Background: an optimization exercise with open tools, aiming at small area. Do not read the settings as production practice. RTL that was checked went through simulation tests only; none was proved equivalent to the original. Power figures rest on the tool's default switching activity, not on a simulated workload.

==> try-indigo <==
==> flow/design.v (excerpt) <==
module getPixel(
    input clk,
    input hstep,      
    input reset,
    input valid,
    input [1:0] song,
    input block_type,
    input press,
    input [9:0] progress,
    input [4:0] x, y,
    input [9:0] h_cnt, v_cnt,
    input [15:0] head_x, head_y,
    input [15:0] scroll_x_in, scroll_y_in,
    input tips_display,
    input tips_display_over,
    output reg [3:0] r,
    output reg [3:0] g,
    output reg [3:0] b
    );
export LEC_CHECK = 0
export CAP_MARGIN = 20
export CORE_MARGIN = 2
export CORE_UTILIZATION = 40
export GPL_TIMING_DRIVEN = 0
export SETUP_SLACK_MARGIN = 0.3
export SLEW_MARGIN = 20
export SYNTH_HIERARCHICAL = 1
export SYNTH_MEMORY_MAX_BITS = 131072
create_clock -name core_clock -period 20.0 [get_ports {clk}]
standard.sh (not shown) runs the stock make flow with config.mk's settings and CLKGATE_MAP_FILE= SYNTH_SCRIPT=/design/flow/synth_recipe.tcl, a recipe that flattens the netlist after the stock synthesis.
==> flow/flow/run.sh <==
#!/bin/bash
# The standard layout (standard.sh) with these changes:
#  - synthesis: Yosys's abc maps with flow/abc.script (area-oriented), then every
#    combinational cell is set to its smallest drive (flow/downsize.txt); the later
#    repair steps size cells up where timing, slew or capacitance need it
#  - ports are buffered with buf_1 cells (BUFFER_PORTS_ARGS)
#  - CTS without dummy loads, with the buffers in CTS_BUFS and the clustering in CTS_EXTRA
# Each tool's full output is in the ORFS logs under orfs/logs; make's output in make_*.log.
set -euo pipefail
W=$PWD
F=$W/flow
CTS_BUFS="sky130_fd_sc_hd__clkbuf_8"
CTS_EXTRA="-sink_clustering_size 20 -sink_clustering_max_diameter 60"
{
  echo "log_cmd abc -script $F/abc.script {*}[lrange \$abc_args 2 end]"
  while IFS=: read -r from to; do
    [ -n "$from" ] && echo "chtype -map sky130_fd_sc_hd__$from sky130_fd_sc_hd__$to"
  done < "$F/downsize.txt"
} > "$W/abc_step.tcl"
# ORFS synth.tcl with only the abc call replaced
sed 's#^\(\s*\)log_cmd abc {\*}\$abc_args#\1source '"$W"'/abc_step.tcl#' \
    "$FLOW_HOME/scripts/synth.tcl" > "$W/synth_core.tcl"
grep -q "abc_step.tcl" "$W/synth_core.tcl"
sed 's#source \$::env(SCRIPTS_DIR)/synth.tcl#source '"$W"'/synth_core.tcl#' synth_recipe.tcl > "$W/my_synth.tcl"
grep -q "synth_core.tcl" "$W/my_synth.tcl"
sed -e 's#SYNTH_SCRIPT=[^ ]*#SYNTH_SCRIPT='"$W"'/my_synth.tcl#' \
    -e 's#make -C #make BUFFER_PORTS_ARGS="-buffer_cell sky130_fd_sc_hd__buf_1" CTS_ARGS="-sink_clustering_enable -repair_clock_nets -dont_use_dummy_load -buf_list {'"$CTS_BUFS"'} '"$CTS_EXTRA"'" -C #' \
    standard.sh > "$W/my_standard.sh"
grep -q "my_synth.tcl" "$W/my_standard.sh"
grep -q "BUFFER_PORTS_ARGS" "$W/my_standard.sh"
bash "$W/my_standard.sh" finish > "$W/make_finish.log" 2>&1
Other scripts of this flow, unchanged in this note and not shown: flow/flow/abc.script, flow/flow/downsize.txt
==> try-sierra: changes against try-indigo <==
--- a/flow/design.v
+++ b/flow/design.v
@@ -45,22 +45,24 @@
     endgenerate
     always @(posedge clk) begin
         bx <= nbx;
         by <= nby;
         bf <= nbf;
     end
-    wire [15:0] sx = scroll_x_in - 16'd1;
-    wire [15:0] sy = scroll_y_in - 16'd1;
-    wire [16:0] ax = {7'd0, h_cnt} + {1'b0, sx};
-    wire [16:0] ay = {7'd0, v_cnt} + {1'b0, sy};
-    wire [16:0] px = ax + 17'd7;      
-    wire [16:0] py = ay + 17'd7;
-    wire [16:0] mx = ax - 17'd7;      
-    wire [16:0] my = ay - 17'd7;
-    wire axs = (ax[16:3] == 14'd0) && (ax[2:0] != 3'd7);
-    wire ays = (ay[16:3] == 14'd0) && (ay[2:0] != 3'd7);
+    wire zx = (scroll_x_in == 16'd0);
+    wire zy = (scroll_y_in == 16'd0);
+    wire [10:0] h6 = {1'b0, h_cnt} + 11'd6;
+    wire [10:0] v6 = {1'b0, v_cnt} + 11'd6;
+    wire [16:0] qx = {1'b0, scroll_x_in} + {6'd0, h6};
+    wire [16:0] qy = {1'b0, scroll_y_in} + {6'd0, v6};
+    wire [16:0] px = {qx[16] | zx, qx[15:0]};
+    wire [16:0] py = {qy[16] | zy, qy[15:0]};
+    wire [16:0] mx = px - 17'd14;
+    wire [16:0] my = py - 17'd14;
+    wire axs = (px < 17'd14);
+    wire ays = (py < 17'd14);
     wire [15:0] npx = ~px[15:0], npy = ~py[15:0];
     wire [15:0] nmx = ~mx[15:0], nmy = ~my[15:0];
     wire [15:0] lx, ly;
     wire [16:0] ux, uy;    
     generate
         for (k = 0; k < 16; k = k + 1) begin : cmp
--- a/flow/flow/run.sh
+++ b/flow/flow/run.sh
@@ -7,13 +7,13 @@
 #  - CTS without dummy loads, with the buffers in CTS_BUFS and the clustering in CTS_EXTRA
 # Each tool's full output is in the ORFS logs under orfs/logs; make's output in make_*.log.
 set -euo pipefail
 W=$PWD
 F=$W/flow
 CTS_BUFS="sky130_fd_sc_hd__clkbuf_8"
-CTS_EXTRA="-sink_clustering_size 20 -sink_clustering_max_diameter 60"
+CTS_EXTRA="-sink_clustering_size 16 -sink_clustering_max_diameter 60"
 {
   echo "log_cmd abc -script $F/abc.script {*}[lrange \$abc_args 2 end]"
   while IFS=: read -r from to; do
     [ -n "$from" ] && echo "chtype -map sky130_fd_sc_hd__$from sky130_fd_sc_hd__$to"
   done < "$F/downsize.txt"
 } > "$W/abc_step.tcl"
==> qor summary <==
Number of clock buffers in the layout: try-indigo 57; try-sierra 59
Pre-CTS setup slack: try-indigo -0.1673 ns; try-sierra 0.6255 ns
Final worst setup slack: try-indigo 0.8709 ns; try-sierra 0.6674 ns
Die X: try-indigo 336.0 um; try-sierra 333.3 um
GRT met1 Usage: try-indigo 50.21%; try-sierra 53.31%
Placer Congestion: try-indigo 1.095; try-sierra 1.084
Clock latency on the worst-skew pair: try-indigo 0.76 ns; try-sierra 0.73 ns
Overall power consumption: try-indigo 4571 uW; try-sierra 4501 uW
Arrival time reported for the critical path endpoint: try-indigo 15.13 ns; try-sierra 15.33 ns
Number of nets in the finished design: try-indigo 5584; try-sierra 5493
Post-synthesis share of cell area spent on xor and xnor gates: try-indigo 2.603%; try-sierra 1.575%
Post-Layout Inst Area: try-indigo 48910 um^2; try-sierra 48080 um^2
Part of the cycle the worst path needs: try-indigo 95.65%; try-sierra 96.66%
Stage delay of the slowest cell on the critical path: try-indigo 0.73 ns; try-sierra 0.81 ns
Outcome: try-indigo timing/DRC/antenna clean; try-sierra timing/DRC/antenna clean
Min-Delay Startpoint: try-indigo bf[5]$_DFF_P_; try-sierra by[250]$_DFF_P_
Post-detailed-placement half-perimeter wirelength: try-indigo 153300 um; try-sierra 162000 um
Clock-pin transition on the worst setup and hold timing paths: try-indigo 0.11 ns; try-sierra 0.06 ns
Routed metal-1 wirelength: try-indigo 93050 um; try-sierra 98280 um
No functional check of the RTL was part of try-indigo.

[re-timing with driven ports]
Ports are ideal in the flow. The routed layouts listed here were re-timed in OpenROAD.
Step 1 assumes that a clkbuf_16 drives the clock port and a buf_2 every other input.
Step 2 adds t to the input delays and takes it off the output delays; t is the mean of the earliest and latest rising clock arrival at the registers after step 1. Input paths then give back, and output paths get back, about the clock's delay inside the block.
Three values: no drivers, after step 1, after step 2; two values: the first two.
run | t (ns) | setup slack, ns | cell pins on the clock port's net
try-indigo | 0.774 | 0.871 / 0.704 / 0.704 | 1
try-sierra | 0.764 | 0.667 / 0.608 / 0.608 | 1
After both steps setup and hold are still met in every run listed. The setup slack of try-indigo, which loses most, moves by -0.167 ns with the drivers and by -0.167 ns with both steps.
